This design comes from an exercise in tuning for small area on the open sky130 flow, not from production work.
Function was checked by simulation only, so behaviour that the tests miss may differ from the original.
Power is estimated from default activity; no workload was simulated.

**config.mk**
```make
export PLATFORM = sky130hd
export DESIGN_NAME = apb_slave
export DESIGN_NICKNAME = apb_slave
export VERILOG_FILES = /design/flow/design.v
export SDC_FILE = /design/flow/constraint.sdc
export NUM_CORES = 8
export LEC_CHECK = 0
export CAP_MARGIN = 35
export CORE_MARGIN = 2
export CORE_UTILIZATION = 62
export CTS_CLUSTER_DIAMETER = 100
export CTS_CLUSTER_SIZE = 24
export MAX_ROUTING_LAYER = met5
export SLEW_MARGIN = 35
export SYNTH_HIERARCHICAL = 1
```
**constraint.sdc**
```tcl
create_clock -name core_clock -period 12.0 [get_ports {clk}]
set_input_delay 2.4000 -clock core_clock [delete_from_list [all_inputs] [get_ports {clk}]]
set_output_delay 2.4000 -clock core_clock [all_outputs]
set_load 0.01 [all_outputs]
```
**design.v**
```verilog
`timescale 1ns/1ps
module apb_slave_ins (qb, h, e1, x1, e2, x2, y);
    input  qb, h, e1, x1, e2, x2;
    output y;
    assign y = ~((qb & h) | (e1 & x1) | (e2 & x2));
endmodule
module apb_slave_rd2 (q, ns, y);
    input  [1:0] q, ns;
    output       y;
    assign y = ~((q[0] | ns[0]) & (q[1] | ns[1]));
endmodule
module apb_slave_rcol (q, ns, y);
    input  [255:0] q, ns;
    output         y;
    wire   [127:0] n;
    genvar g;
    generate
        for (g = 0; g < 128; g = g + 1) begin : g_rd
            apb_slave_rd2 u_rd2 (.q(q[2*g+1:2*g]), .ns(ns[2*g+1:2*g]), .y(n[g]));
        end
    endgenerate
    assign y = |n;
endmodule
module apb_slave (clk,
                  rst,
                  p_sel,
                  p_en,
                  p_write,
                  addr,
                  rdata,
                  wdata,
                  p_ready);
    input clk,rst,p_sel,p_write,p_en;
    input       [7:0]   addr;
    input       [31:0]  wdata;
    output reg  [31:0]  rdata;
    output reg          p_ready;
    wire acc = p_sel & p_en;
    wire wr  = acc & p_write;
    wire rd  = acc & ~p_write;
    reg [1:0] ph;
    always @(posedge clk or negedge rst) begin
        if (!rst) ph <= 2'd0;
        else      ph <= ph + 2'd1;
    end
    wire dir = wr & (addr[0] ^ ph[0]);
    wire dfr = wr & ~(addr[0] ^ ph[0]);
    reg        pv;            
    reg [7:0]  pa;            
    reg [31:0] pd;            
    always @(posedge clk or negedge rst) begin
        if (!rst) pv <= 1'b0;
        else      pv <= dfr;
    end
    always @(posedge clk) begin
        pa <= addr;
        pd <= wdata;
    end
    wire [31:0] x1 = wdata ^ {32{ph[1]}};
    wire [31:0] x2 = pd    ^ {32{ph[1]}};
    wire [127:0] dec_a = 128'd1 << addr[7:1];
    wire [127:0] dec_p = 128'd1 << pa[7:1];
    wire [127:0] e1 = dec_a & {128{dir}};
    wire [127:0] e2 = dec_p & {128{pv}} & ~e1;
    wire [127:0] h  = ~(e1 | e2);
    reg  [127:0] va, vb;
    always @(posedge clk or negedge rst) begin
        if (!rst) begin
            va <= 128'd0;
            vb <= 128'd0;
        end else begin
            va <= vb | e1 | e2;
            vb <= va;
        end
    end
    wire ina = ~(addr[0] ^ ph[0]);      
    wire [255:0] nsel;
    wire [255:0] cq [0:31];
    genvar r, b;
    generate
        for (r = 0; r < 128; r = r + 1) begin : g_ring
            reg  [31:0] qa, qb;
            wire [31:0] na;
            for (b = 0; b < 32; b = b + 1) begin : g_bit
                apb_slave_ins u_ins (.qb(qb[b]), .h(h[r]), .e1(e1[r]), .x1(x1[b]),
                                     .e2(e2[r]), .x2(x2[b]), .y(na[b]));
                assign cq[b][2*r]   = qa[b];
                assign cq[b][2*r+1] = qb[b];
            end
            always @(posedge clk) begin
                qa <= na;
                qb <= qa;
            end
            assign nsel[2*r]   = ~(dec_a[r] &  ina & va[r]);
            assign nsel[2*r+1] = ~(dec_a[r] & ~ina & vb[r]);
        end
    endgenerate
    wire [31:0] zero;
    generate
        for (b = 0; b < 32; b = b + 1) begin : g_rcol
            apb_slave_rcol u_rcol (.q(cq[b]), .ns(nsel), .y(zero[b]));
        end
    endgenerate
    wire vsel = ~&nsel;
    wire pol  = ph[1] ^ (ph[0] & addr[0]);
    wire fwd  = pv & (pa == addr);
    wire [31:0] rval = fwd ? pd : ({32{vsel}} & ~(zero ^ {32{pol}}));
    always @(posedge clk or negedge rst) begin
        if (!rst) begin
            p_ready <= 1'b0;
            rdata   <= 32'd0;
        end else begin
            p_ready <= acc;
            if (rd) rdata <= rval;
        end
    end
endmodule
```
**run.sh**
```bash
#!/bin/bash
# synth_recipe.tcl (not shown) runs the flow's synth.tcl, then flattens the netlist and writes it again
# the make line also repeats each setting of config.mk as NAME=value (left out here)
make -C /OpenROAD-flow-scripts/flow DESIGN_CONFIG=/design/flow/config.mk WORK_HOME=/design/flow/orfs CLKGATE_MAP_FILE= SYNTH_SCRIPT=/design/flow/synth_recipe.tcl finish
```
==> results of run 1 <==
[layout make-up]
| cell class | count | area share (%) |
|---|---|---|
| timing repair buffer | 1263 | 3.76 |
| tap | 5474 | 2.35 |
| sequential | 8524 | 59.0 |
| clock inverter | 25 | 0.139 |
| inverter | 6 | 0.00857 |
| clock buffer | 440 | 3.50 |
| antenna | 55 | 0.0472 |
| multi-input combinational | 11100 | 31.2 |
[Yosys cell counts (all sizes together), types with 71 or more instances]
cell | n | area, sq um
nor4 | 1103 | 7130
nand3 | 243 | 1220
mux2i | 73 | 731
nor3 | 156 | 781
a222oi | 4097 | 41000
nor2 | 311 | 1170
nand2b | 71 | 444
nand4 | 342 | 2140
clkbuf | 116 | 437
a21oi | 129 | 683
dfxtp | 8232 | 165000
dfrtp | 292 | 7310
o22ai | 4108 | 25700
or3 | 73 | 457
nand2 | 101 | 379
[kinds of logic (layout without fill, tap and decap cells)]
kind of cell | Yosys count | in the layout | synth area share [%]
XOR/XNOR | 106 | 106 | 0.360
buffers and inverters | 193 | 1734 | 0.334
AND/OR/NAND/NOR | 2516 | 2516 | 5.68
adder cells (fa/ha/maj) | 1 | 1 | 0.00486
other | 0 | 55 | 0
multiplexers | 100 | 100 | 0.415
flip-flops | 8524 | 8524 | 66.8
AO/OA/AOI/OAI | 8408 | 8408 | 26.4
[modules after synthesis, one instance, submodules excluded]
| module | cells inside | cell area, sq um | copies in the design | flops+latches |
|---|---|---|---|---|
| apb_slave_rcol | 43 | 273 | 32 | 0 |
| apb_slave | 10300 | 182000 | 1 | 8524 |
| apb_slave_rd2 | 1 | 6.26 | 4096 | 0 |
| apb_slave_ins | 1 | 10.0 | 4096 | 0 |
[metal layers]
layer	vias up	GRT usage (%)	share of wire [%]
li1	91800	-	-
met3	6353	26.7	18
met5	-	2.39	0.11
met4	80	51.9	12
met2	24400	76.2	38
met1	116000	66.4	31
[worst max-delay path: stages]
cell and delay (ns):
clkdlybuf4s50_1 0.77, ha_4 0.73, buf_12 0.43, nor3b_2 0.19, nand4_1 0.82, buf_4 0.40, o22ai_1 0.15, nor4_2 0.87
nand4_1 1.16, nor4_2 1.21, nand2_1 0.16, xnor2_1 0.18, mux2i_1 0.15, nor2_1 0.06, a21oi_1 0.14, a21oi_1 0.05
[sequential cells by signal, indices dropped and copies added (netlist names)]
signal     cells
g_ring.qa   4096
g_ring.qb   4096
va           128
vb           128
pd            32
rdata         32
pa             8
ph             2
p_ready        1
pv             1
[power by group through the flow]
| stage | registers [W] | clock network, W | logic [W] |
|---|---|---|---|
| final | 0.0294 | 0.0152 | 0.00178 |
| after global routing | 0.0294 | 0.0160 | 0.00172 |
| after floorplan | 0.0298 | 0 | 0.000748 |
| after detailed placement | 0.0300 | 0 | 0.00161 |
| after global placement | 0.0300 | 0 | 0.00158 |
| after CTS | 0.0293 | 0.0150 | 0.00162 |
[metrics by stage]
step | instances | utilization, % | power [W]
CTS | 26800 | 70.3 | 0.0459
global placement | 26300 | 67.1 | 0.0315
global route | 26900 | 70.6 | 0.0471
detailed placement | 26400 | 67.7 | 0.0316
floorplan | 19800 | - | 0.0306
finish | 26900 | 70.6 | 0.0464
[how the worst max path moves through the flow]
stage / depth (start not counted) / to / from / slack [ns]
6_report: 16 / rdata[12] / addr[0] / 2.91
3_5_place_dp: 16 / rdata[21] / addr[0] / 2.72
4_1_cts: 16 / rdata[21] / addr[0] / 3.80
2_1_floorplan: 11 / g_ring[94].qa[0] / addr[0] / 4.59
3_3_place_gp: 16 / rdata[21] / addr[0] / 1.85
5_1_grt: 17 / rdata[12] / addr[0] / 3.49
==> flow_metrics.py, run 1 <==
metrics = {
    "pwr": {
        "seqPwrFrac_pct": 63.3,
        "p_clk_share_pct": 32.8,
        "vdd_ir_drop_max_uv": 158,
        "netSwitchingFraction_pct": 23.4,
        "pwr-share-comb_pct": 3.8,
        "cellPowerDensity_mw_per_mm2": 159,
        "intPower_w": 0.0355,
        "switchingPower_w": 0.0109,
        "cellLeakagePower_nw": 102,
    },
    "critical_path": {
        "reg2reg_depth": 15,
        "worstReg2RegStart": "ph[0]",
        "reg2reg_setup_slack_ns": 4.71,
        "worst_setup_path_end_kind": "flop",
        "arrival_ns": 10.06,
        "path_max_fanout": 59,
        "worstSetupPathType": "input pin to flop",
        "start_kind": "input pin",
        "required_ns": 12.98,
        "r2r-end": "rdata[12]",
    },
    "timing": {
        "finalCritPeriodShare_pct": 75.7,
        "tightest_slew_ns": 1.20,
        "maxSlewHeadroom_pct": 19.8,
        "period_needed_ns": 9.09,
        "timing.fmax_mhz": 110,
        "rsz0062_at_grt": "no",
        "setup_slack_ns": 2.91,
        "tns_ns": 0,
        "setup_viol": 0,
        "final_hold_viol_count": 0,
        "final_max_slew_viol_count": 0,
        "finClkSkew_ns": 0.0559,
        "whs_ns": 0.316,
    },
    "routing": {
        "num_vias": 239000,
        "routed_via_density": 8.87,
        "ant_nets": 0,
        "first_pass_iters": 19,
        "remaining_drc_errors": 0,
        "avgRoutedWirePerCell_microns": 46.2,
        "drt-total-wl_mm": 1240,
        "drt_iter0_markers": 61400,
    },
    "grt": {
        "antenna_found_initial": 92,
        "first_global_vias": 225000,
        "grt_first_pass_wirelength_mm": 1720,
        "track_usage_pct": 56.7,
        "grt-ovfl-total": 0,
        "grt_start_max_net_pins": 129,
    },
    "final_layout": {
        "layout_commonest_cell": "dfxtp_1",
        "seqCellArea_sq_mm": 0.172,
        "final_layout_size_suffix_gt1_share_pct": 12.2,
        "multi_input_area_sq_mm": 0.0912,
        "fin_nets": 21400,
        "syn_to_final_growth_pct": 13.3,
        "n_fill_cell": 30000,
        "final_area_sq_mm": 0.292,
        "mostFrequentLayoutCells": "8,230 x dfxtp_1, 4,106 x o22ai_1, 4,097 x a222oi_1",
    },
    "worst_hold_path": {
        "holdPathStages": 0,
        "worstHoldStart": "g_ring[4].qa[7]",
        "hold_end": "g_ring[4].qb[7]",
        "hp-class": "flop to flop",
    },
    "synth": {
        "syn-instance-count": 19800,
        "synth_async_sr_flop_share_pct": 3.43,
        "synth_ff_type": "dfxtp_1",
        "yosysWarnings": 7,
        "syn_nets": 19900,
        "ys_seq_area_share_pct": 66.8,
        "syn-cell-area_sq_mm": 0.258,
        "synth_edf_count": 0,
        "post_synth.cell_area_avg_sq_um": 13.0,
        "ys_ff_latch": 8524,
        "synth_cell_type_count": 72,
    },
    "clocking": {
        "clockBufferDepth": 4,
        "cts_tree": "yes",
        "clk_latency_ns": 1.14,
        "cts_hold_buf": 0,
        "cts-root-buf": "clkbuf_16",
        "clkSinkCount": 8524,
        "cts-resized-gates": 0,
        "htree_levels": 5,
        "cts_buffers": 396,
        "postCtsSetupBuffers": 0,
        "clk_pin_slew_ns": 0.10,
    },
    "die": {
        "die_h_microns": 649,
        "dieArea_sq_mm": 0.421,
        "pin_count": 78,
        "coreArea_sq_mm": 0.413,
        "start_util_pct": 62.3,
        "dieWidth_microns": 649,
        "row_count": 236,
    },
    "place": {
        "dp_hpwl_mm": 761,
        "post-place-ws_ns": 2.72,
        "globalplace.congestion": 1.07,
        "dpl-instance-area_sq_mm": 0.280,
        "portBuffers": 77,
    },
    "outcome": {
        "status": "no timing/DRC/antenna violations",
    },
    "job": {
        "maxCapViolations": 0,
    },
}
==> run 2, diff against run 1 <==
--- a/design.v
+++ b/design.v
@@ -63,15 +63,10 @@
     wire [127:0] e1 = dec_a & {128{dir}};
     wire [127:0] e2 = dec_p & {128{pv}} & ~e1;
-    wire [127:0] h  = ~(e1 | e2);
-    reg  [127:0] va, vb;
+    reg [1:0] cnt;
     always @(posedge clk or negedge rst) begin
-        if (!rst) begin
-            va <= 128'd0;
-            vb <= 128'd0;
-        end else begin
-            va <= vb | e1 | e2;
-            vb <= va;
-        end
+        if (!rst)         cnt <= 2'd0;
+        else if (!cnt[1]) cnt <= cnt + 2'd1;
     end
+    wire [127:0] h  = ~(e1 | e2) & {128{cnt[1]}};
     wire ina = ~(addr[0] ^ ph[0]);      
     wire [255:0] nsel;
@@ -92,6 +87,6 @@
                 qb <= qa;
             end
-            assign nsel[2*r]   = ~(dec_a[r] &  ina & va[r]);
-            assign nsel[2*r+1] = ~(dec_a[r] & ~ina & vb[r]);
+            assign nsel[2*r]   = ~(dec_a[r] &  ina);
+            assign nsel[2*r+1] = ~(dec_a[r] & ~ina);
         end
     endgenerate
@@ -102,5 +97,5 @@
         end
     endgenerate
-    wire vsel = ~&nsel;
+    wire vsel = cnt[1] | (cnt[0] & ina);
     wire pol  = ph[1] ^ (ph[0] & addr[0]);
     wire fwd  = pv & (pa == addr);
--- a/config.mk
+++ b/config.mk
@@ -8,5 +8,5 @@
 export CAP_MARGIN = 35
 export CORE_MARGIN = 2
-export CORE_UTILIZATION = 62
+export CORE_UTILIZATION = 55
 export CTS_CLUSTER_DIAMETER = 100
 export CTS_CLUSTER_SIZE = 24
==> flow_metrics.py, run 2 <==
metrics = {
    "clocking": {
        "cts-resized-gates": 0,
        "htree_levels": 5,
        "cts_tree": "yes",
        "clk_pin_slew_ns": 0.10,
        "cts-root-buf": "clkbuf_16",
        "postCtsSetupBuffers": 0,
        "clk_latency_ns": 1.08,
        "cts_buffers": 383,
        "cts_hold_buf": 0,
        "clockBufferDepth": 4,
        "clkSinkCount": 8270,
    },
    "synth": {
        "syn-instance-count": 19200,
        "synth_edf_count": 0,
        "synth-simple-area-share_pct": 5.46,
        "post_synth.cell_area_avg_sq_um": 12.9,
        "synth_async_sr_flop_share_pct": 0.459,
        "syn_nets": 19300,
        "ys_seq_area_share_pct": 66.8,
        "synthMostInstantiatedCell": "dfxtp_1",
        "synth_compound_area_share_pct": 27.0,
        "yosysWarnings": 7,
        "synthAdderAreaFrac_pct": 0.00504,
        "synth.top_cell.area_share_pct": 66.4,
        "synth_top_family_by_area": "compound AO/OA/AOI/OAI gates",
        "synthTopCellsByCount": "8,232 x dfxtp_1, 4,096 x a222oi_1, 4,096 x o22ai_1",
        "ys_ff_latch": 8270,
        "syn-cell-area_sq_mm": 0.248,
        "synthTopCellsByArea": "dfxtp_1 66%, a222oi_1 17%, o22ai_1 10%",
        "synthXorXnorAreaFrac_pct": 0.384,
        "synth_ff_type": "dfxtp_1",
        "synth_cell_type_count": 54,
        "synthMuxAreaShare_pct": 0,
        "synth.largest_area_cell": "dfxtp_1",
    },
    "timing": {
        "final_hold_viol_count": 0,
        "setup_viol": 0,
        "finClkSkew_ns": 0.0508,
        "whs_ns": 0.331,
        "finalCritPeriodShare_pct": 72.8,
        "final_max_slew_viol_count": 0,
        "period_needed_ns": 8.74,
        "tightest_slew_ns": 1.29,
        "rsz0062_at_grt": "no",
        "timing.fmax_mhz": 114,
        "maxSlewHeadroom_pct": 13.4,
        "tns_ns": 0,
    },
    "final_layout": {
        "reg.largest.list": "g_ring.qa: 4096 flops, g_ring.qb: 4096 flops",
        "mostFrequentLayoutCells": "8,229 x dfxtp_1, 4,096 x o22ai_1, 4,096 x a222oi_1",
        "fin_util_pct": 63.1,
        "fin_nets": 20800,
        "layout_commonest_cell": "dfxtp_1",
        "final_area_sq_mm": 0.283,
        "syn_to_final_growth_pct": 14.1,
        "n_fill_cell": 35900,
        "final_layout_size_suffix_gt1_share_pct": 12.4,
    },
    "routing": {
        "avgRoutedWirePerCell_microns": 45.2,
        "m1WireLength_mm": 411,
        "highest_layer": "met5",
        "met2_length_mm": 470,
        "drt-total-wl_mm": 1210,
        "wl_met3_mm": 212,
        "routed_via_density": 8.41,
        "num_vias": 225000,
        "ant_nets": 0,
        "remaining_drc_errors": 0,
        "first_pass_iters": 17,
        "drt_iter0_markers": 51900,
    },
    "grt": {
        "track_usage_pct": 50.5,
        "grt_first_pass_wirelength_mm": 1660,
        "first_global_vias": 210000,
        "antenna_found_initial": 102,
        "grt-ovfl-total": 0,
        "grt_start_max_net_pins": 110,
    },
    "critical_path": {
        "reg2reg_depth": 14,
        "cpLargestDelayFamily": "simple AND/OR/NAND/NOR gates",
        "cp_common_cell": "buf_4",
        "worst_setup_path_end_kind": "flop",
        "r2r-end": "rdata[24]",
        "arrival_ns": 9.67,
        "worstSetupPathType": "input pin to flop",
        "required_ns": 12.93,
        "slowest_delay_ns": 1.11,
        "critPathBufInv": 7,
        "reg2reg_setup_slack_ns": 5.29,
        "start_kind": "input pin",
        "worstReg2RegStart": "ph[0]",
        "path_max_fanout": 22,
        "slowest_stage": "clkdlybuf4s50_1",
        "crit_chain": "clkdlybuf4s50_1 -> buf_4 -> inv_2 -> nand2_1 -> nor2_2 -> buf_4 -> nand2_1 -> buf_4 -> o22ai_1 -> nor4_1 -> nand4_1 -> nor4_4 -> buf_4 -> buf_4 -> nand2_1 -> xnor2_1 -> o221ai_2",
    },
    "worst_hold_path": {
        "hp-class": "flop to flop",
        "hold_end": "g_ring[34].qb[5]",
        "worstHoldStart": "g_ring[34].qa[5]",
        "holdPathStages": 0,
    },
    "die": {
        "row_count": 246,
        "dieWidth_microns": 676,
        "die_h_microns": 676,
        "start_util_pct": 55.3,
        "pin_count": 78,
        "dieArea_sq_mm": 0.457,
        "coreArea_sq_mm": 0.449,
    },
    "pwr": {
        "cellPowerDensity_mw_per_mm2": 161,
        "cellLeakagePower_nw": 103,
        "vdd_ir_drop_max_uv": 129,
    },
    "place": {
        "dp_hpwl_mm": 712,
        "portBuffers": 77,
        "dpl-instance-area_sq_mm": 0.272,
        "globalplace.congestion": 1.03,
    },
    "job": {
        "maxCapViolations": 0,
    },
    "outcome": {
        "status": "no timing/DRC/antenna violations",
    },
}
[run 2: cell count changes after synthesis, sizes merged, moves of 25 or more]
cell | before | now
clkbuf | 116 | 56
o221ai | 1 | 32
nand2 | 101 | 551
nor3 | 156 | 14
nand2b | 71 | 8
dfrtp | 292 | 38
mux2i | 73 | 0
nor3b | 9 | 34
inv | 6 | 35
nor2 | 311 | 392
nand4 | 342 | 261
a21oi | 129 | 0
nand3 | 243 | 31
or3 | 73 | 11
[run 2: layer usage]
metal | vias up | GRT usage, %
li1 | 89000 | -
met1 | 112000 | 62.0
met2 | 19600 | 67.6
met3 | 4226 | 23.8
met4 | 92 | 39.4
met5 | - | 1.86
[run 2: kinds of logic (layout without fill, tap and decap cells)]
logic type / Yosys count / after routing
simple gates: 2439 / 2439
xor+xnor: 107 / 107
buf+inv: 162 / 1710
compound gates: 8226 / 8226
flops: 8270 / 8270
other cells: 0 / 63
fa+ha+maj: 1 / 1
[run 2: final cells by class]
| cell class | count | area [sq um] | share of cell area [%] |
|---|---|---|---|
| flip-flops and latches | 8270 | 166000 | 58.5 |
| multi-input cells | 10800 | 87800 | 31.0 |
| repair buffers | 1253 | 11800 | 4.17 |
| clock buffers | 406 | 9910 | 3.50 |
| well taps | 5952 | 7450 | 2.63 |
| clock inverters | 16 | 213 | 0.0751 |
| diodes | 63 | 158 | 0.0557 |
| inverters | 35 | 131 | 0.0464 |
[run 2: worst max path at each step]
stage,endpoint,cells after the start,from,slack (ns)
floorplan,g_ring[0].qa[0],2,wdata[0],4.77
global placement,rdata[23],15,addr[5],2.29
detailed placement,rdata[10],15,addr[0],2.97
CTS,rdata[10],15,addr[0],4.07
global route,rdata[29],17,addr[5],3.62
finish,rdata[29],17,addr[5],3.26
[run 2: per-module statistics from Yosys (local to each module, per instance)]
module          cells  flops+latches
apb_slave        9637           8270
apb_slave_ins       1              0
apb_slave_rcol     43              0
apb_slave_rd2       1              0
[run 2: per-stage QoR]
stage | setup slack [ns] | power, W | instances
2_1_floorplan | 4.77 | 0.0298 | 19200
3_3_place_gp | 2.29 | 0.0311 | 26200
3_5_place_dp | 2.97 | 0.0312 | 26300
4_1_cts | 4.07 | 0.0452 | 26700
5_1_grt | 3.62 | 0.0463 | 26700
6_report | 3.26 | 0.0456 | 26800
[run 2: where the power goes]
group	switching, W	internal, W
sequential	0.000393	0.0281
combinational	0.00176	0.000617
clock	0.00883	0.00592
==> run 3, diff against run 2 <==
--- a/config.mk
+++ b/config.mk
@@ -10,5 +10,5 @@
 export CORE_UTILIZATION = 55
 export CTS_CLUSTER_DIAMETER = 100
-export CTS_CLUSTER_SIZE = 24
+export CTS_CLUSTER_SIZE = 26
 export MAX_ROUTING_LAYER = met5
 export SLEW_MARGIN = 35
==> flow_metrics.py, run 3 <==
metrics = {
    "outcome": {
        "status": "no timing/DRC/antenna violations",
    },
    "synth": {
        "synth.largest_area_cell": "dfxtp_1",
        "synth.top_cell.area_share_pct": 66.4,
        "synth_async_sr_flop_share_pct": 0.459,
        "ys_seq_area_share_pct": 66.8,
        "synth_compound_area_share_pct": 27.0,
        "yosysWarnings": 7,
        "synth-simple-area-share_pct": 5.46,
        "synthMuxAreaShare_pct": 0,
        "syn_nets": 19300,
        "synthAdderAreaFrac_pct": 0.00504,
        "syn-instance-count": 19200,
        "synth_ff_type": "dfxtp_1",
        "ys_ff_latch": 8270,
        "synthXorXnorAreaFrac_pct": 0.384,
        "synthTopCellsByCount": "8,232 x dfxtp_1, 4,096 x a222oi_1, 4,096 x o22ai_1",
        "synth_top_family_by_area": "compound AO/OA/AOI/OAI gates",
        "post_synth.cell_area_avg_sq_um": 12.9,
        "syn-cell-area_sq_mm": 0.248,
        "synthTopCellsByArea": "dfxtp_1 66%, a222oi_1 17%, o22ai_1 10%",
        "synth_edf_count": 0,
        "synthMostInstantiatedCell": "dfxtp_1",
        "synth_cell_type_count": 54,
    },
    "die": {
        "row_count": 246,
        "die_h_microns": 676,
        "coreArea_sq_mm": 0.449,
        "start_util_pct": 55.3,
        "pin_count": 78,
        "dieArea_sq_mm": 0.457,
        "dieWidth_microns": 676,
    },
    "critical_path": {
        "critPathBufInv": 6,
        "worst_setup_path_end_kind": "flop",
        "slowest_stage": "clkdlybuf4s50_1",
        "path_max_fanout": 22,
        "start_kind": "input pin",
        "required_ns": 12.94,
        "crit_chain": "clkdlybuf4s50_1 -> buf_4 -> inv_2 -> nand2_1 -> nor2_2 -> buf_4 -> nand2_1 -> buf_4 -> o22ai_1 -> nor4_1 -> nand4_1 -> nor4_4 -> buf_4 -> nand2_1 -> xnor2_1 -> o221ai_2",
        "cp_common_cell": "buf_4",
        "worstSetupPathType": "input pin to flop",
        "reg2reg_depth": 14,
        "arrival_ns": 9.52,
        "slowest_delay_ns": 1.06,
        "crit_cells": 16,
        "cpLargestDelayFamily": "simple AND/OR/NAND/NOR gates",
    },
    "timing": {
        "final_max_slew_viol_count": 0,
        "period_needed_ns": 8.58,
        "final_hold_viol_count": 0,
        "timing.fmax_mhz": 117,
        "maxSlewHeadroom_pct": 20.0,
        "rsz0062_at_grt": "no",
        "finClkSkew_ns": 0.0619,
        "tns_ns": 0,
        "tightest_slew_ns": 1.20,
        "setup_viol": 0,
        "finalCritPeriodShare_pct": 71.5,
        "setup_slack_ns": 3.42,
    },
    "routing": {
        "first_pass_iters": 17,
        "drt_iter0_markers": 51200,
        "drt-total-wl_mm": 1210,
        "num_vias": 225000,
        "remaining_drc_errors": 0,
        "ant_nets": 0,
        "avgRoutedWirePerCell_microns": 45.2,
        "routed_via_density": 8.40,
    },
    "clocking": {
        "htree_levels": 5,
        "clk_pin_slew_ns": 0.12,
        "cts-root-buf": "clkbuf_16",
        "clockBufferDepth": 4,
        "cts-resized-gates": 0,
        "cts_hold_buf": 0,
        "cts_tree": "yes",
        "cts_buffers": 356,
        "clkSinkCount": 8270,
        "clk_latency_ns": 1.08,
        "postCtsSetupBuffers": 0,
    },
    "final_layout": {
        "fin_nets": 20700,
        "final_layout_size_suffix_gt1_share_pct": 12.3,
        "reg.largest.list": "g_ring.qa: 4096 flops, g_ring.qb: 4096 flops",
        "syn_to_final_growth_pct": 13.9,
        "layout_commonest_cell": "dfxtp_1",
        "mostFrequentLayoutCells": "8,229 x dfxtp_1, 4,096 x o22ai_1, 4,096 x a222oi_1",
    },
    "worst_hold_path": {
        "holdPathStages": 0,
        "hp-class": "flop to flop",
    },
    "grt": {
        "first_global_vias": 210000,
        "antenna_found_initial": 98,
        "grt-ovfl-total": 0,
        "grt_start_max_net_pins": 110,
        "track_usage_pct": 50.5,
        "grt_first_pass_wirelength_mm": 1660,
    },
    "pwr": {
        "cellPowerDensity_mw_per_mm2": 160,
        "cellLeakagePower_nw": 103,
        "vdd_ir_drop_max_uv": 123,
    },
    "job": {
        "maxCapViolations": 0,
    },
    "place": {
        "portBuffers": 77,
        "globalplace.congestion": 1.03,
        "dp_hpwl_mm": 712,
        "post-place-ws_ns": 2.97,
    },
}
==> run 3: changes by cell type in the layout (fill, tap and decap cells not counted), sizes merged <==
| cell | change |
|---|---|
| clkbuf | -22 |
| diode | +12 |
| clkinv | -3 |
| inv | -2 |
==> run 3: worst paths after layout <==
check | slack, ns | from | end
setup / recovery | 3.42 | addr[5] | rdata[29]
hold / removal | 0.33 | g_ring[122].qa[30] | g_ring[122].qb[30]
setup reg to reg | 5.35 | ph[0] | rdata[24]
hold reg to reg | 0.33 | g_ring[122].qa[30] | g_ring[122].qb[30]
max in group asynchronous | 9.85 | rst | ph[1]
min in group asynchronous | 1.47 | rst | rdata[7]
==> run 3: worst register-to-register path, cell delays in order, from the launching register on <==
cell      delay [ns]
dfrtp_1         0.43
ha_1            0.29
buf_4           0.26
or3_1           0.34
nor2_1          0.27
buf_4           0.32
nand2_1         0.54
buf_4           0.42
o22ai_1         0.16
nor4_1          0.89
nand4_1         0.84
nor4_4          1.02
nand2_1         0.31
xnor2_1         0.30
o221ai_2        0.13
==> run 3: Yosys stat by module (local to each module, per instance) <==
| module | times used | flip-flops and latches | cell area [sq um] |
|---|---|---|---|
| apb_slave | 1 | 8270 | 173000 |
| apb_slave_rcol | 32 | 0 | 273 |
| apb_slave_rd2 | 4096 | 0 | 6.26 |
| apb_slave_ins | 4096 | 0 | 10.0 |
==> run 3: logic make-up (layout without fill, tap and decap cells) <==
| logic type | Yosys count | in the layout |
|---|---|---|
| adder cells (fa/ha/maj) | 1 | 1 |
| buffers and inverters | 162 | 1683 |
| AO/OA/AOI/OAI | 8226 | 8226 |
| flip-flops | 8270 | 8270 |
| XOR/XNOR | 107 | 107 |
| other | 0 | 75 |
| AND/OR/NAND/NOR | 2439 | 2439 |
==> run 3: layout make-up <==
type	instances	area, sq um
inverter	35	131
clock buffer	384	9360
timing repair buffer	1253	11900
tap	5952	7450
clock inverter	11	108
sequential	8270	166000
multi-input combinational	10800	87800
antenna	75	188
fill	35900	166000
==> run 3: metrics by stage <==
step | area [sq um] | power (W) | utilization (%) | hold WS [ns] | instances
2_1_floorplan | 248000 | 0.0298 | - | 0.332 | 19200
3_5_place_dp | 272000 | 0.0312 | 60.6 | 0.337 | 26300
6_report | 283000 | 0.0452 | 63.0 | 0.325 | 26800
4_1_cts | 282000 | 0.0448 | 62.7 | 0.335 | 26700
3_3_place_gp | 268000 | 0.0311 | 59.7 | 0.332 | 26200
5_1_grt | 283000 | 0.0459 | 62.9 | 0.340 | 26700
==> run 3: power breakdown <==
part	switching (W)	total (W)	leakage, nW	internal, W
registers	0.000395	0.0285	71.5	0.0281
clock network	0.00874	0.0143	4.66	0.00559
logic	0.00176	0.00238	26.6	0.000617
total	0.0109	0.0452	103	0.0343
==> run 3: layer usage <==
layer | part of all wire, % | global-route usage [%] | vias up
li1 | - | - | 89000
met1 | 34 | 61.6 | 112000
met2 | 39 | 67.8 | 19400
met3 | 18 | 24.2 | 4154
met4 | 9.3 | 38.9 | 70
met5 | 0.11 | 2.05 | -
==> run 4, diff against run 3 <==
--- a/config.mk
+++ b/config.mk
@@ -6,5 +6,5 @@
 export NUM_CORES = 8
 export LEC_CHECK = 0
-export CAP_MARGIN = 35
+export CAP_MARGIN = 30
 export CORE_MARGIN = 2
 export CORE_UTILIZATION = 55
@@ -12,4 +12,4 @@
 export CTS_CLUSTER_SIZE = 26
 export MAX_ROUTING_LAYER = met5
-export SLEW_MARGIN = 35
+export SLEW_MARGIN = 30
 export SYNTH_HIERARCHICAL = 1
==> flow_metrics.py, run 4 <==
metrics = {
    "outcome": {
        "status": "no timing/DRC/antenna violations",
    },
    "critical_path": {
        "path_max_fanout": 22,
        "arrival_ns": 9.72,
        "worstSetupPathType": "input pin to flop",
        "start_kind": "input pin",
        "required_ns": 12.91,
        "worst_setup_path_end_kind": "flop",
    },
    "synth": {
        "synth.largest_area_cell": "dfxtp_1",
        "ys_ff_latch": 8270,
        "synthTopCellsByArea": "dfxtp_1 66%, a222oi_1 17%, o22ai_1 10%",
        "syn_nets": 19300,
        "yosysWarnings": 7,
        "synthTopCellsByCount": "8,232 x dfxtp_1, 4,096 x a222oi_1, 4,096 x o22ai_1",
        "synth_edf_count": 0,
        "synth_async_sr_flop_share_pct": 0.459,
        "synthMostInstantiatedCell": "dfxtp_1",
        "ys_seq_area_share_pct": 66.8,
        "synth_cell_type_count": 54,
        "syn-cell-area_sq_mm": 0.248,
        "synth.top_cell.area_share_pct": 66.4,
        "synth_ff_type": "dfxtp_1",
        "post_synth.cell_area_avg_sq_um": 12.9,
        "syn-instance-count": 19200,
    },
    "job": {
        "maxCapViolations": 0,
    },
    "die": {
        "row_count": 246,
        "pin_count": 78,
        "coreArea_sq_mm": 0.449,
        "dieWidth_microns": 676,
        "dieArea_sq_mm": 0.457,
        "die_h_microns": 676,
        "start_util_pct": 55.3,
    },
    "clocking": {
        "postCtsSetupBuffers": 0,
        "htree_levels": 5,
        "cts-resized-gates": 0,
        "clockBufferDepth": 4,
        "cts_hold_buf": 0,
        "cts_buffers": 356,
        "cts_tree": "yes",
        "clk_latency_ns": 1.08,
        "clkSinkCount": 8270,
        "clk_pin_slew_ns": 0.11,
        "cts-root-buf": "clkbuf_16",
    },
    "grt": {
        "grt_first_pass_wirelength_mm": 1650,
        "grt-ovfl-total": 0,
        "first_global_vias": 209000,
        "track_usage_pct": 50.5,
        "antenna_found_initial": 106,
        "grt_start_max_net_pins": 110,
    },
    "pwr": {
        "cellLeakagePower_nw": 102,
        "cellPowerDensity_mw_per_mm2": 160,
        "vdd_ir_drop_max_uv": 125,
        "finalPower_w": 0.0451,
    },
    "routing": {
        "avgRoutedWirePerCell_microns": 45.2,
        "routed_via_density": 8.41,
        "drt-total-wl_mm": 1210,
        "drt_iter0_markers": 52500,
        "first_pass_iters": 17,
        "remaining_drc_errors": 0,
        "num_vias": 225000,
        "ant_nets": 0,
    },
    "timing": {
        "maxSlewHeadroom_pct": 10.6,
        "tightest_slew_ns": 1.34,
        "rsz0062_at_grt": "no",
        "timing.fmax_mhz": 113,
        "whs_ns": 0.321,
        "period_needed_ns": 8.81,
        "setup_viol": 0,
        "tns_ns": 0,
        "finClkSkew_ns": 0.0575,
        "final_hold_viol_count": 0,
        "final_max_slew_viol_count": 0,
        "finalCritPeriodShare_pct": 73.5,
    },
    "worst_hold_path": {
        "hp-class": "flop to flop",
    },
    "final_layout": {
        "final_layout_size_suffix_gt1_share_pct": 11.9,
        "reg.largest.list": "g_ring.qa: 4096 flops, g_ring.qb: 4096 flops",
        "fin_cells": 26700,
        "layout_commonest_cell": "dfxtp_1",
        "mostFrequentLayoutCells": "8,230 x dfxtp_1, 4,096 x o22ai_1, 4,096 x a222oi_1",
        "fin_nets": 20700,
        "syn_to_final_growth_pct": 13.4,
        "fin_util_pct": 62.7,
    },
    "place": {
        "globalplace.congestion": 1.03,
        "portBuffers": 77,
        "dp_hpwl_mm": 706,
        "dpl.cell_count": 26200,
    },
}
==> run 4: cell counts after synthesis <==
Identical to the previous run, type by type.
==> run 4: final timing paths <==
path / start / endpoint / slack (ns) / depth (start not counted)
setup / recovery: addr[5] / rdata[29] / 3.19 / 16
hold / removal: g_ring[37].qa[2] / g_ring[37].qb[2] / 0.32 / 0
setup reg to reg: ph[0] / rdata[29] / 5.27 / 15
hold reg to reg: g_ring[37].qa[2] / g_ring[37].qb[2] / 0.32 / 0
max in group asynchronous: rst / ph[1] / 9.81 / 2
min in group asynchronous: rst / rdata[20] / 1.51 / 2
==> run 4: per-stage QoR <==
stage / worst slack, ns / cell area, sq um
floorplan: 4.77 / 248000
global placement: 2.29 / 268000
detailed placement: 2.71 / 271000
CTS: 3.77 / 280000
global route: 3.48 / 281000
finish: 3.19 / 281000
==> run 4: worst max-delay path, cell delays in order <==
cell,delay [ns]
clkdlybuf4s50_1,1.04
buf_4,0.36
inv_2,0.11
nand2_1,0.44
nor2_2,0.32
buf_4,0.26
nand2_1,0.66
buf_4,0.48
o22ai_1,0.15
nor4_1,0.82
nand4_1,0.88
nor4_2,1.09
buf_4,0.24
nand2_1,0.08
xnor2_1,0.22
o221ai_2,0.12
==> run 4: cell families (layout without fill, tap and decap cells) <==
logic type               Yosys count  after routing  share of synthesized area, %
buffers and inverters            162           1649                         0.308
AO/OA/AOI/OAI                   8226           8226                          27.0
AND/OR/NAND/NOR                 2439           2439                          5.46
XOR/XNOR                         107            107                         0.384
other                              0             82                             0
adder cells (fa/ha/maj)            1              1                       0.00504
flip-flops                      8270           8270                          66.8
==> run 4: layout make-up <==
type | count | area (sq um)
Clock inverter | 12 | 120
Sequential cell | 8270 | 166000
Clock buffer | 380 | 9290
Antenna cell | 82 | 205
Tap cell | 5952 | 7450
Inverter | 35 | 131
Timing Repair Buffer | 1222 | 11200
Fill cell | 36000 | 168000
Multi-Input combinational cell | 10800 | 87300
==> run 4: routing by layer <==
layer / share of wire (%) / vias to the layer above / global-route usage (%)
met5: 0.13 / - / 2.63
met4: 9.3 / 82 / 38.8
met3: 17 / 4110 / 23.4
met2: 39 / 19800 / 67.5
met1: 34 / 112000 / 62.4
li1: - / 88900 / -
==> run 4: report_power, final <==
part,internal (W),switching (W)
combinational,0.000605,0.00176
clock,0.00555,0.00873
sequential,0.0281,0.000393
total,0.0342,0.0109
==> run 4: Yosys stat by module (local to each module, per instance) <==
| module | flip-flops and latches | cells | copies in the design |
|---|---|---|---|
| apb_slave_ins | 0 | 1 | 4096 |
| apb_slave_rd2 | 0 | 1 | 4096 |
| apb_slave_rcol | 0 | 43 | 32 |
| apb_slave | 8270 | 9637 | 1 |
==> run 5, diff against run 4 <==
--- a/config.mk
+++ b/config.mk
@@ -6,5 +6,5 @@
 export NUM_CORES = 8
 export LEC_CHECK = 0
-export CAP_MARGIN = 30
+export CAP_MARGIN = 20
 export CORE_MARGIN = 2
 export CORE_UTILIZATION = 55
==> flow_metrics.py, run 5 <==
metrics = {
    "synth": {
        "synthMuxAreaShare_pct": 0,
        "synthTopCellsByArea": "dfxtp_1 66%, a222oi_1 17%, o22ai_1 10%",
        "synthMostInstantiatedCell": "dfxtp_1",
        "syn-cell-area_sq_mm": 0.248,
        "synthAdderAreaFrac_pct": 0.00504,
        "post_synth.cell_area_avg_sq_um": 12.9,
        "synth_edf_count": 0,
        "syn-instance-count": 19200,
        "synth.top_cell.area_share_pct": 66.4,
        "ys_ff_latch": 8270,
        "synth_top_family_by_area": "compound AO/OA/AOI/OAI gates",
        "synth.largest_area_cell": "dfxtp_1",
        "yosysWarnings": 7,
        "synth_ff_type": "dfxtp_1",
        "syn_nets": 19300,
        "synth_compound_area_share_pct": 27.0,
        "synthTopCellsByCount": "8,232 x dfxtp_1, 4,096 x a222oi_1, 4,096 x o22ai_1",
        "synth-simple-area-share_pct": 5.46,
        "ys_seq_area_share_pct": 66.8,
        "synth_async_sr_flop_share_pct": 0.459,
        "synth_cell_type_count": 54,
        "synthXorXnorAreaFrac_pct": 0.384,
    },
    "die": {
        "die_h_microns": 676,
        "row_count": 246,
        "start_util_pct": 55.3,
        "dieWidth_microns": 676,
        "coreArea_sq_mm": 0.449,
        "dieArea_sq_mm": 0.457,
        "pin_count": 78,
    },
    "critical_path": {
        "cp-endpoint": "rdata[16]",
        "critPathBufInv": 3,
        "slowest_stage": "nor4_4",
        "crit_cells": 13,
        "crit_chain": "clkdlybuf4s50_1 -> buf_4 -> nand3b_1 -> nor2_1 -> nand2_1 -> buf_4 -> o22ai_1 -> nor4_1 -> nand4_1 -> nor4_4 -> nand2_1 -> xnor2_1 -> o221ai_2",
        "start_kind": "input pin",
        "reg2reg_depth": 14,
        "worst_setup_path_end_kind": "flop",
        "path_max_fanout": 32,
        "arrival_ns": 9.63,
        "worstSetupPathType": "input pin to flop",
        "reg2reg_setup_slack_ns": 5.17,
        "cpLargestDelayFamily": "simple AND/OR/NAND/NOR gates",
        "required_ns": 12.92,
        "worstReg2RegStart": "ph[0]",
        "worstSetupStartpoint": "addr[2]",
        "slowest_delay_ns": 1.37,
        "r2r-end": "rdata[16]",
    },
    "clocking": {
        "cts_hold_buf": 0,
        "clk_pin_slew_ns": 0.11,
        "clockBufferDepth": 4,
        "cts_tree": "yes",
        "clk_latency_ns": 1.07,
        "clkSinkCount": 8270,
        "htree_levels": 5,
        "cts-resized-gates": 0,
        "postCtsSetupBuffers": 0,
        "cts-root-buf": "clkbuf_16",
        "cts_buffers": 356,
    },
    "routing": {
        "drt_iter0_markers": 52300,
        "avgRoutedWirePerCell_microns": 45.3,
        "m1WireLength_mm": 412,
        "met2_length_mm": 469,
        "highest_layer": "met5",
        "ant_nets": 0,
        "first_pass_iters": 15,
        "remaining_drc_errors": 0,
        "drt-total-wl_mm": 1210,
        "wl_met3_mm": 214,
        "routed_via_density": 8.41,
        "num_vias": 225000,
    },
    "final_layout": {
        "n_fill_cell": 36100,
        "fin_nets": 20700,
        "syn_to_final_growth_pct": 13.4,
        "fin_util_pct": 62.7,
        "layout_commonest_cell": "dfxtp_1",
        "reg.largest.list": "g_ring.qa: 4096 flops, g_ring.qb: 4096 flops",
        "fin_cells": 26700,
        "final_layout_size_suffix_gt1_share_pct": 11.9,
        "mostFrequentLayoutCells": "8,230 x dfxtp_1, 4,096 x o22ai_1, 4,096 x a222oi_1",
    },
    "timing": {
        "timing.fmax_mhz": 115,
        "finalCritPeriodShare_pct": 72.6,
        "finClkSkew_ns": 0.0389,
        "maxSlewHeadroom_pct": 9.75,
        "final_max_slew_viol_count": 0,
        "setup_viol": 0,
        "rsz0062_at_grt": "no",
        "final_hold_viol_count": 0,
        "tightest_slew_ns": 1.34,
        "period_needed_ns": 8.71,
        "tns_ns": 0,
    },
    "pwr": {
        "netSwitchingFraction_pct": 24.1,
        "seqPwrFrac_pct": 63.0,
        "cellLeakagePower_nw": 102,
        "vdd_ir_drop_max_uv": 148,
        "p_clk_share_pct": 31.8,
        "switchingPower_w": 0.0109,
        "pwr-share-comb_pct": 5.2,
        "cellPowerDensity_mw_per_mm2": 161,
        "intPower_w": 0.0343,
    },
    "grt": {
        "grt_start_max_net_pins": 110,
        "grt-ovfl-total": 0,
        "antenna_found_initial": 104,
        "grt_first_pass_wirelength_mm": 1650,
        "track_usage_pct": 50.5,
        "first_global_vias": 210000,
    },
    "place": {
        "dp_hpwl_mm": 706,
        "portBuffers": 77,
        "globalplace.congestion": 1.03,
        "dpl.cell_count": 26200,
    },
    "worst_hold_path": {
        "hp-class": "flop to flop",
    },
    "outcome": {
        "status": "no timing/DRC/antenna violations",
    },
    "job": {
        "maxCapViolations": 0,
    },
}
-- run 5: cell counts after synthesis --
No cell type changed its count.
-- run 5: cell families (layout without fill, tap and decap cells) --
group / count (synthesis) / in the layout
AOI/OAI and AO/OA: 8226 / 8226
DFF: 8270 / 8270
buffers and inverters: 162 / 1651
xor gates and xnor gates: 107 / 107
other: 0 / 54
adders and majority gates: 1 / 1
and+or+nand+nor: 2439 / 2439
-- run 5: layout make-up --
cell class / count / area, sq um / area share [%]
Clock inverter: 12 / 191 / 0.0680
Multi-Input combinational cell: 10800 / 87300 / 31.0
Timing Repair Buffer: 1221 / 11200 / 3.99
Clock buffer: 383 / 9330 / 3.31
Antenna cell: 54 / 135 / 0.0480
Sequential cell: 8270 / 166000 / 58.9
Inverter: 35 / 131 / 0.0467
Tap cell: 5952 / 7450 / 2.65
-- run 5: worst register-to-register path, stage by stage, from the launching register on --
cell and delay (ns):
dfrtp_1 0.43, ha_1 0.29, buf_4 0.26, nand3b_1 0.33
nor2_1 0.08, buf_4 0.25, nand2_1 0.47, buf_4 0.57
o22ai_1 0.21, nor4_1 0.85, nand4_1 1.00, nor4_4 1.37
nand2_1 0.17, xnor2_1 0.29, o221ai_2 0.14
-- run 5: per-module statistics from Yosys (local to each module, per instance) --
| module | times used | cells inside |
|---|---|---|
| apb_slave_rcol | 32 | 43 |
| apb_slave | 1 | 9637 |
| apb_slave_rd2 | 4096 | 1 |
| apb_slave_ins | 4096 | 1 |
-- run 5: stage by stage --
stage | power (W) | cell area (sq um) | hold slack, ns | setup slack, ns
floorplan | 0.0298 | 248000 | 0.332 | 4.77
global placement | 0.0311 | 268000 | 0.332 | 2.29
detailed placement | 0.0312 | 271000 | 0.337 | 2.71
CTS | 0.0448 | 280000 | 0.335 | 3.81
global route | 0.0459 | 281000 | 0.331 | 3.69
finish | 0.0452 | 281000 | 0.327 | 3.29
-- run 5: power groups by stage --
stage | Combinational [W] | Clock [W] | Sequential [W]
final | 0.00236 | 0.0144 | 0.0285
after detailed placement | 0.00213 | 0 | 0.0291
after global routing | 0.00227 | 0.0151 | 0.0285
after floorplan | 0.000866 | 0 | 0.0289
after CTS | 0.00213 | 0.0143 | 0.0284
after global placement | 0.00209 | 0 | 0.0290
-- run 5: worst min-delay path by stage --
| stage | start | endpoint | slack [ns] | cells past startpoint |
|---|---|---|---|---|
| global placement | g_ring[10].qa[28] | g_ring[10].qb[28] | 0.33 | 0 |
| global route | g_ring[64].qa[17] | g_ring[64].qb[17] | 0.33 | 0 |
| CTS | g_ring[96].qa[0] | g_ring[96].qb[0] | 0.33 | 0 |
| detailed placement | g_ring[40].qa[13] | g_ring[40].qb[13] | 0.34 | 0 |
| floorplan | g_ring[0].qa[0] | g_ring[0].qb[0] | 0.33 | 0 |
| finish | g_ring[113].qa[4] | g_ring[113].qb[4] | 0.33 | 0 |
-- run 5: per-layer routing --
metal  vias to the layer above  track usage [%]
li1                      88900                -
met1                    112000             61.8
met2                     19500             67.3
met3                      4097             24.5
met4                       115             39.1
met5                         -             1.95
==> run 6, diff against run 5 <==
--- a/config.mk
+++ b/config.mk
@@ -6,5 +6,5 @@
 export NUM_CORES = 8
 export LEC_CHECK = 0
-export CAP_MARGIN = 20
+export CAP_MARGIN = 25
 export CORE_MARGIN = 2
 export CORE_UTILIZATION = 55
@@ -12,4 +12,4 @@
 export CTS_CLUSTER_SIZE = 26
 export MAX_ROUTING_LAYER = met5
-export SLEW_MARGIN = 30
+export SLEW_MARGIN = 25
 export SYNTH_HIERARCHICAL = 1
==> flow_metrics.py, run 6 <==
metrics = {
    "outcome": {
        "status": "finished with violations",
        "violations": "max-slew violations",
    },
    "clocking": {
        "cts-root-buf": "clkbuf_16",
        "cts-resized-gates": 0,
        "cts_tree": "yes",
        "clkSinkCount": 8270,
        "cts_buffers": 356,
        "cts_hold_buf": 0,
        "clk_latency_ns": 1.08,
        "clk_pin_slew_ns": 0.11,
        "htree_levels": 5,
        "postCtsSetupBuffers": 0,
        "clockBufferDepth": 4,
    },
    "routing": {
        "drt-total-wl_mm": 1210,
        "first_pass_iters": 15,
        "routed_via_density": 8.42,
        "avgRoutedWirePerCell_microns": 45.3,
        "drt_iter0_markers": 51000,
        "remaining_drc_errors": 0,
        "num_vias": 225000,
        "ant_nets": 0,
    },
    "synth": {
        "ys_ff_latch": 8270,
        "synthTopCellsByArea": "dfxtp_1 66%, a222oi_1 17%, o22ai_1 10%",
        "synth_async_sr_flop_share_pct": 0.459,
        "syn-instance-count": 19200,
        "synth.largest_area_cell": "dfxtp_1",
        "syn-cell-area_sq_mm": 0.248,
        "synthTopCellsByCount": "8,232 x dfxtp_1, 4,096 x a222oi_1, 4,096 x o22ai_1",
        "ys_seq_area_share_pct": 66.8,
        "synth.top_cell.area_share_pct": 66.4,
        "synthMostInstantiatedCell": "dfxtp_1",
        "syn_nets": 19300,
        "yosysWarnings": 7,
        "synth_edf_count": 0,
        "post_synth.cell_area_avg_sq_um": 12.9,
        "synth_cell_type_count": 54,
        "synth_ff_type": "dfxtp_1",
    },
    "grt": {
        "antenna_found_initial": 99,
        "track_usage_pct": 50.5,
        "first_global_vias": 209000,
        "grt-ovfl-total": 0,
        "grt_first_pass_wirelength_mm": 1650,
        "grt_start_max_net_pins": 113,
    },
    "worst_hold_path": {
        "hp-class": "flop to flop",
    },
    "final_layout": {
        "final_layout_size_suffix_gt1_share_pct": 11.5,
        "syn_to_final_growth_pct": 12.9,
        "layout_commonest_cell": "dfxtp_1",
        "fin_nets": 20700,
        "mostFrequentLayoutCells": "8,232 x dfxtp_1, 4,096 x o22ai_1, 4,096 x a222oi_1",
        "reg.largest.list": "g_ring.qa: 4096 flops, g_ring.qb: 4096 flops",
    },
    "timing": {
        "timing.fmax_mhz": 114,
        "finClkSkew_ns": 0.0602,
        "final_hold_viol_count": 0,
        "maxSlewHeadroom_pct": -25.9,
        "final_max_slew_viol_count": 48,
        "finalCritPeriodShare_pct": 72.9,
        "period_needed_ns": 8.75,
        "tns_ns": 0,
        "rsz0062_at_grt": "no",
        "tightest_slew_ns": 1.89,
        "whs_ns": 0.330,
        "setup_viol": 0,
    },
    "place": {
        "globalplace.congestion": 1.03,
        "dp_hpwl_mm": 702,
        "portBuffers": 77,
    },
    "critical_path": {
        "worstSetupPathType": "input pin to flop",
        "worst_setup_path_end_kind": "flop",
        "required_ns": 12.93,
        "start_kind": "input pin",
        "path_max_fanout": 19,
        "arrival_ns": 9.68,
    },
    "die": {
        "pin_count": 78,
        "row_count": 246,
        "start_util_pct": 55.3,
        "dieArea_sq_mm": 0.457,
        "die_h_microns": 676,
        "dieWidth_microns": 676,
        "coreArea_sq_mm": 0.449,
    },
    "pwr": {
        "cellLeakagePower_nw": 102,
        "finalPower_w": 0.0451,
        "cellPowerDensity_mw_per_mm2": 161,
        "vdd_ir_drop_max_uv": 146,
    },
    "job": {
        "maxCapViolations": 0,
    },
}
[run 6: logic make-up (layout without fill, tap and decap cells)]
family / count (synthesis) / count (layout) / share of synthesized area, %
adder cells (fa/ha/maj): 1 / 1 / 0.00504
AND/OR/NAND/NOR: 2439 / 2439 / 5.46
buffers and inverters: 162 / 1617 / 0.308
flip-flops: 8270 / 8270 / 66.8
other: 0 / 63 / 0
AO/OA/AOI/OAI: 8226 / 8226 / 27.0
XOR/XNOR: 107 / 107 / 0.384
[run 6: layer usage]
metal / GRT usage [%] / vias to the layer above / wire length [microns]
met5: 1.80 / - / 1800
met4: 38.4 / 96 / 111000
met3: 24.1 / 3985 / 214000
met2: 67.4 / 19400 / 470000
met1: 62.1 / 112000 / 412000
li1: - / 88800 / -
[run 6: path summary, 6_finish.rpt]
kind	depth (start not counted)	startpoint	slack [ns]	to
worst max-delay path	16	addr[5]	3.25	rdata[25]
worst min-delay path	0	g_ring[60].qa[5]	0.33	g_ring[60].qb[5]
worst max register to register	15	ph[0]	5.11	rdata[25]
worst min register to register	0	g_ring[60].qa[5]	0.33	g_ring[60].qb[5]
max in group asynchronous	2	rst	9.82	ph[1]
min in group asynchronous	2	rst	1.51	rdata[6]
[run 6: area by class of cell]
cell class              instances  area, sq um
fillers                     36100       169000
flip-flops and latches       8270       166000
clock inverters                11          150
diodes                         63          158
inverters                      35          131
repair buffers               1191        10500
multi-input cells           10800        86800
well taps                    5952         7450
clock buffers                 380         9300
[run 6: report_power, final]
part	leakage [nW]	switching, W	internal [W]
Sequential	71.5	0.000396	0.0281
Clock	4.64	0.00871	0.00558
Combinational	25.5	0.00176	0.000601
[run 6: per-module statistics from Yosys (local to each module, per instance)]
module	area [sq um]	cells	flip-flops and latches
apb_slave	173000	9637	8270
apb_slave_ins	10.0	1	0
apb_slave_rcol	273	43	0
apb_slave_rd2	6.26	1	0
[run 6: critical path: stages]
cell,delay [ns]
clkdlybuf4s50_1,1.01
buf_4,0.36
inv_2,0.11
nand4b_1,0.66
nor2_2,0.03
buf_4,0.27
nand2_1,0.72
buf_4,0.44
o22ai_1,0.17
nor4_2,1.00
nand4_1,0.81
nor4_2,0.96
buf_4,0.25
nand2_1,0.07
xnor2_1,0.22
o221ai_2,0.12
[run 6: through the flow]
stage	cell area [sq um]	instances	utilization, %	worst slack [ns]
after floorplan	248000	19200	-	4.77
after global placement	268000	26200	59.7	2.29
after detailed placement	270000	26200	60.0	2.74
after CTS	279000	26600	62.1	3.84
after global routing	280000	26600	62.4	3.57
final	280000	26700	62.4	3.25
==> run 7, diff against run 6 <==
--- a/design.v
+++ b/design.v
@@ -5,20 +5,21 @@
     assign y = ~((qb & h) | (e1 & x1) | (e2 & x2));
 endmodule
-module apb_slave_rd2 (q, ns, y);
-    input  [1:0] q, ns;
+module apb_slave_rd3 (q, s, y);
+    input  [2:0] q, s;
     output       y;
-    assign y = ~((q[0] | ns[0]) & (q[1] | ns[1]));
+    assign y = ~|(q & s);
 endmodule
-module apb_slave_rcol (q, ns, y);
-    input  [255:0] q, ns;
+module apb_slave_rcol (q, s, y);
+    input  [255:0] q, s;
     output         y;
-    wire   [127:0] n;
+    wire   [85:0]  n;
     genvar g;
     generate
-        for (g = 0; g < 128; g = g + 1) begin : g_rd
-            apb_slave_rd2 u_rd2 (.q(q[2*g+1:2*g]), .ns(ns[2*g+1:2*g]), .y(n[g]));
+        for (g = 0; g < 85; g = g + 1) begin : g_rd
+            apb_slave_rd3 u_rd3 (.q(q[3*g+2:3*g]), .s(s[3*g+2:3*g]), .y(n[g]));
         end
     endgenerate
-    assign y = |n;
+    assign n[85] = ~(q[255] & s[255]);
+    assign y = ~&n;
 endmodule
 module apb_slave (clk,
@@ -70,5 +71,5 @@
     wire [127:0] h  = ~(e1 | e2) & {128{cnt[1]}};
     wire ina = ~(addr[0] ^ ph[0]);      
-    wire [255:0] nsel;
+    wire [255:0] rsel;
     wire [255:0] cq [0:31];
     genvar r, b;
@@ -87,12 +88,12 @@
                 qb <= qa;
             end
-            assign nsel[2*r]   = ~(dec_a[r] &  ina);
-            assign nsel[2*r+1] = ~(dec_a[r] & ~ina);
+            assign rsel[2*r]   = dec_a[r] &  ina;
+            assign rsel[2*r+1] = dec_a[r] & ~ina;
         end
     endgenerate
-    wire [31:0] zero;
+    wire [31:0] tree;
     generate
         for (b = 0; b < 32; b = b + 1) begin : g_rcol
-            apb_slave_rcol u_rcol (.q(cq[b]), .ns(nsel), .y(zero[b]));
+            apb_slave_rcol u_rcol (.q(cq[b]), .s(rsel), .y(tree[b]));
         end
     endgenerate
@@ -100,5 +101,5 @@
     wire pol  = ph[1] ^ (ph[0] & addr[0]);
     wire fwd  = pv & (pa == addr);
-    wire [31:0] rval = fwd ? pd : ({32{vsel}} & ~(zero ^ {32{pol}}));
+    wire [31:0] rval = fwd ? pd : ({32{vsel}} & (tree ^ {32{pol}}));
     always @(posedge clk or negedge rst) begin
         if (!rst) begin
--- a/config.mk
+++ b/config.mk
@@ -6,10 +6,11 @@
 export NUM_CORES = 8
 export LEC_CHECK = 0
-export CAP_MARGIN = 25
+export CAP_MARGIN = 30
+export CELL_PAD_IN_SITES_DETAIL_PLACEMENT = 0
 export CORE_MARGIN = 2
-export CORE_UTILIZATION = 55
+export CORE_UTILIZATION = 40
 export CTS_CLUSTER_DIAMETER = 100
 export CTS_CLUSTER_SIZE = 26
 export MAX_ROUTING_LAYER = met5
-export SLEW_MARGIN = 25
+export SLEW_MARGIN = 30
 export SYNTH_HIERARCHICAL = 1
==> flow_metrics.py, run 7 <==
metrics = {
    "critical_path": {
        "start_kind": "input pin",
        "worstSetupPathType": "input pin to flop",
        "reg2reg_setup_slack_ns": 5.62,
        "cp_common_cell": "buf_4",
        "crit_chain": "clkdlybuf4s50_1 -> buf_4 -> nor2_1 -> buf_4 -> nand2_4 -> buf_4 -> nor2_4 -> buf_4 -> a222oi_1 -> nand4_1 -> or4_1 -> nor4_2 -> nand4_1 -> xnor2_1 -> o221ai_1",
        "worst_setup_path_end_kind": "flop",
        "slowest_delay_ns": 1.09,
        "required_ns": 12.99,
        "slowest_stage": "nor4_2",
        "arrival_ns": 9.30,
        "path_max_fanout": 32,
    },
    "routing": {
        "remaining_drc_errors": 0,
        "avgRoutedWirePerCell_microns": 47.7,
        "ant_nets": 0,
        "first_pass_iters": 23,
        "routed_via_density": 8.26,
        "drt_iter0_markers": 72600,
        "num_vias": 223000,
        "drt-total-wl_mm": 1290,
    },
    "clocking": {
        "clk_latency_ns": 1.17,
        "clk_pin_slew_ns": 0.12,
        "htree_levels": 5,
        "postCtsSetupBuffers": 0,
        "cts_tree": "yes",
        "clockBufferDepth": 4,
        "cts-root-buf": "clkbuf_16",
        "clkSinkCount": 8270,
        "cts_hold_buf": 0,
        "cts_buffers": 360,
        "cts-resized-gates": 0,
    },
    "synth": {
        "syn_nets": 17400,
        "post_synth.cell_area_avg_sq_um": 14.2,
        "synth_edf_count": 0,
        "ys_ff_latch": 8270,
        "synth.top_cell.area_share_pct": 66.8,
        "synth_cell_type_count": 45,
        "synthTopCellsByArea": "dfxtp_1 67%, a222oi_1 28%, nand4_1 1.7%",
        "synth_async_sr_flop_share_pct": 0.459,
        "synthTopCellsByCount": "8,232 x dfxtp_1, 6,816 x a222oi_1, 675 x nand4_1",
        "synthMostInstantiatedCell": "dfxtp_1",
        "syn-instance-count": 17400,
        "ys_seq_area_share_pct": 67.2,
        "synth.largest_area_cell": "dfxtp_1",
        "synth_ff_type": "dfxtp_1",
        "syn-cell-area_sq_mm": 0.247,
        "yosysWarnings": 7,
    },
    "pwr": {
        "cellLeakagePower_nw": 99.9,
        "vdd_ir_drop_max_uv": 124,
        "cellPowerDensity_mw_per_mm2": 161,
    },
    "job": {
        "maxCapViolations": 0,
    },
    "final_layout": {
        "fin_nets": 18800,
        "seqCellArea_sq_mm": 0.166,
        "syn_to_final_growth_pct": 14.0,
        "fin_util_pct": 45.7,
        "mostFrequentLayoutCells": "8,232 x dfxtp_1, 6,816 x a222oi_1, 877 x buf_4",
        "n_fill_cell": 55200,
        "final_layout_size_suffix_gt1_share_pct": 12.3,
        "reg.largest.list": "g_ring.qa: 4096 flops, g_ring.qb: 4096 flops",
        "layout_commonest_cell": "dfxtp_1",
        "multi_input_area_sq_mm": 0.0851,
    },
    "timing": {
        "setup_viol": 0,
        "tns_ns": 0,
        "finClkSkew_ns": 0.156,
        "tightest_slew_ns": 1.34,
        "final_hold_viol_count": 0,
        "final_max_slew_viol_count": 0,
        "rsz0062_at_grt": "no",
        "maxSlewHeadroom_pct": 10.8,
        "period_needed_ns": 8.31,
        "finalCritPeriodShare_pct": 69.3,
        "timing.fmax_mhz": 120,
    },
    "die": {
        "die_h_microns": 789,
        "pin_count": 78,
        "dieWidth_microns": 789,
        "coreArea_sq_mm": 0.615,
        "dieArea_sq_mm": 0.623,
        "row_count": 288,
        "start_util_pct": 40.1,
    },
    "grt": {
        "first_global_vias": 201000,
        "antenna_found_initial": 100,
        "grt_first_pass_wirelength_mm": 1730,
        "grt-ovfl-total": 0,
        "grt_start_max_net_pins": 105,
        "track_usage_pct": 38.7,
    },
    "worst_hold_path": {
        "hp-class": "flop to flop",
    },
    "outcome": {
        "status": "no timing/DRC/antenna violations",
    },
    "place": {
        "portBuffers": 77,
        "dp_hpwl_mm": 780,
        "globalplace.congestion": 1.02,
    },
}
==> run 7: changes by cell type in the layout (fill, tap and decap cells not counted), moves of 205 or more <==
cell	previous run	this run
o22ai_1	4096	0
a222oi_1	4096	6816
nor4_1	796	16
nand4_1	259	675
nor4_2	248	41
nand2_1	544	339
==> run 7: modules after synthesis, one instance, submodules excluded <==
module	copies in the design	cell area (sq um)	cells inside	flip-flops and latches
apb_slave	1	172000	9617	8270
apb_slave_ins	4096	10.0	1	0
apb_slave_rcol	32	193	29	0
apb_slave_rd3	2720	10.0	1	0
==> run 7: logic make-up (layout without fill, tap and decap cells) <==
kind of cell | after synthesis | in the layout | synth area share (%)
AND/OR/NAND/NOR | 1946 | 1946 | 4.13
other | 0 | 74 | 0
flip-flops | 8270 | 8270 | 67.2
AO/OA/AOI/OAI | 6882 | 6882 | 28.0
adder cells (fa/ha/maj) | 1 | 1 | 0.00507
buffers and inverters | 155 | 1554 | 0.273
XOR/XNOR | 107 | 107 | 0.380
==> run 7: per-stage QoR <==
stage / total power [W] / cells / setup slack, ns / area [sq um] / hold WS (ns)
floorplan: 0.0297 / 17400 / 4.77 / 247000 / 0.330
global placement: 0.0312 / 26300 / 2.78 / 269000 / 0.332
detailed placement: 0.0312 / 26400 / 3.06 / 270000 / 0.334
CTS: 0.0450 / 26800 / 4.24 / 280000 / 0.284
global route: 0.0462 / 26900 / 3.79 / 281000 / 0.278
finish: 0.0454 / 27000 / 3.69 / 281000 / 0.297
==> run 7: area by class of cell <==
cell class                      count  share of cell area [%]
Tap cell                         8120                    3.61
Multi-Input combinational cell   8936                    30.3
Inverter                           34                  0.0459
Antenna cell                       74                  0.0659
Clock inverter                     34                   0.228
Timing Repair Buffer             1115                    3.53
Clock buffer                      371                    3.25
Sequential cell                  8270                    59.0
==> run 7: worst paths after layout <==
| check | cells past startpoint | startpoint | end |
|---|---|---|---|
| max | 15 | addr[6] | rdata[19] |
| min | 0 | g_ring[85].qa[27] | g_ring[85].qb[27] |
| max reg2reg | 13 | ph[0] | rdata[19] |
| min reg2reg | 0 | g_ring[85].qa[27] | g_ring[85].qb[27] |
| max in group asynchronous | 2 | rst | cnt[1] |
| min in group asynchronous | 2 | rst | p_ready |
==> run 7: worst max-delay path: cells and delay by family <==
| family | cells | cell delay (ns) |
|---|---|---|
| xor+xnor | 1 | 0.28 |
| buf+inv | 5 | 2.62 |
| compound gates | 2 | 0.87 |
| simple gates | 7 | 3.03 |
==> run 7: power breakdown <==
part           switching, W  internal (W)  total (W)
Sequential         0.000525        0.0281     0.0286
Clock               0.00898       0.00559     0.0146
Combinational       0.00167      0.000569    0.00224
==> run 7: per-layer routing <==
metal,up-vias,routed length (microns),GRT usage (%)
met5,-,1450,1.05
met4,68,112000,25.9
met3,3665,236000,17.6
li1,84800,-,-
met1,112000,442000,49.3
met2,21800,494000,51.8

## afterwards: timing with drivers on the ports
Ports are ideal in the flow. The routed layouts listed here were re-timed in OpenROAD. Step 1 (the two cells are an assumption about what drives the block):
set clk [get_ports {clk}]
set_driving_cell -lib_cell sky130_fd_sc_hd__clkbuf_16 $clk
set_driving_cell -lib_cell sky130_fd_sc_hd__buf_2 [delete_from_list [all_inputs] $clk]
Step 2 adds t to the input delays and takes it off the output delays; t is the mean of the earliest and latest rising clock arrival at the registers after step 1. Input paths then give back, and output paths get back, about the clock's delay inside the block. Slacks: ideal ports / drivers / drivers and shift; pairs: ideal ports / drivers.
| run | shift t [ns] | slack for setup (ns) | hold slack, ns | clock arrival spread, ns |
|---|---|---|---|---|
| run 1 | 1.253 | 2.911 / 3.024 / 1.770 | 0.316 / 0.316 / 0.316 | 0.063 / 0.063 |
| run 2 | 1.188 | 3.261 / 3.366 / 2.178 | 0.331 / 0.331 / 0.331 | 0.054 / 0.054 |
| run 3 | 1.179 | 3.423 / 3.528 / 2.349 | 0.325 / 0.325 / 0.325 | 0.062 / 0.062 |
| run 4 | 1.179 | 3.186 / 3.290 / 2.111 | 0.321 / 0.321 / 0.321 | 0.059 / 0.058 |
| run 5 | 1.183 | 3.292 / 3.395 / 2.212 | 0.327 / 0.327 / 0.327 | 0.046 / 0.045 |
| run 6 | 1.185 | 3.247 / 3.358 / 2.173 | 0.330 / 0.330 / 0.330 | 0.060 / 0.061 |
| run 7 | 1.240 | 3.690 / 3.814 / 2.574 | 0.297 / 0.297 / 0.297 | 0.158 / 0.158 |
For run 1, which loses most, drivers alone change the setup slack by +0.113 ns; drivers and shift together by -1.141 ns.
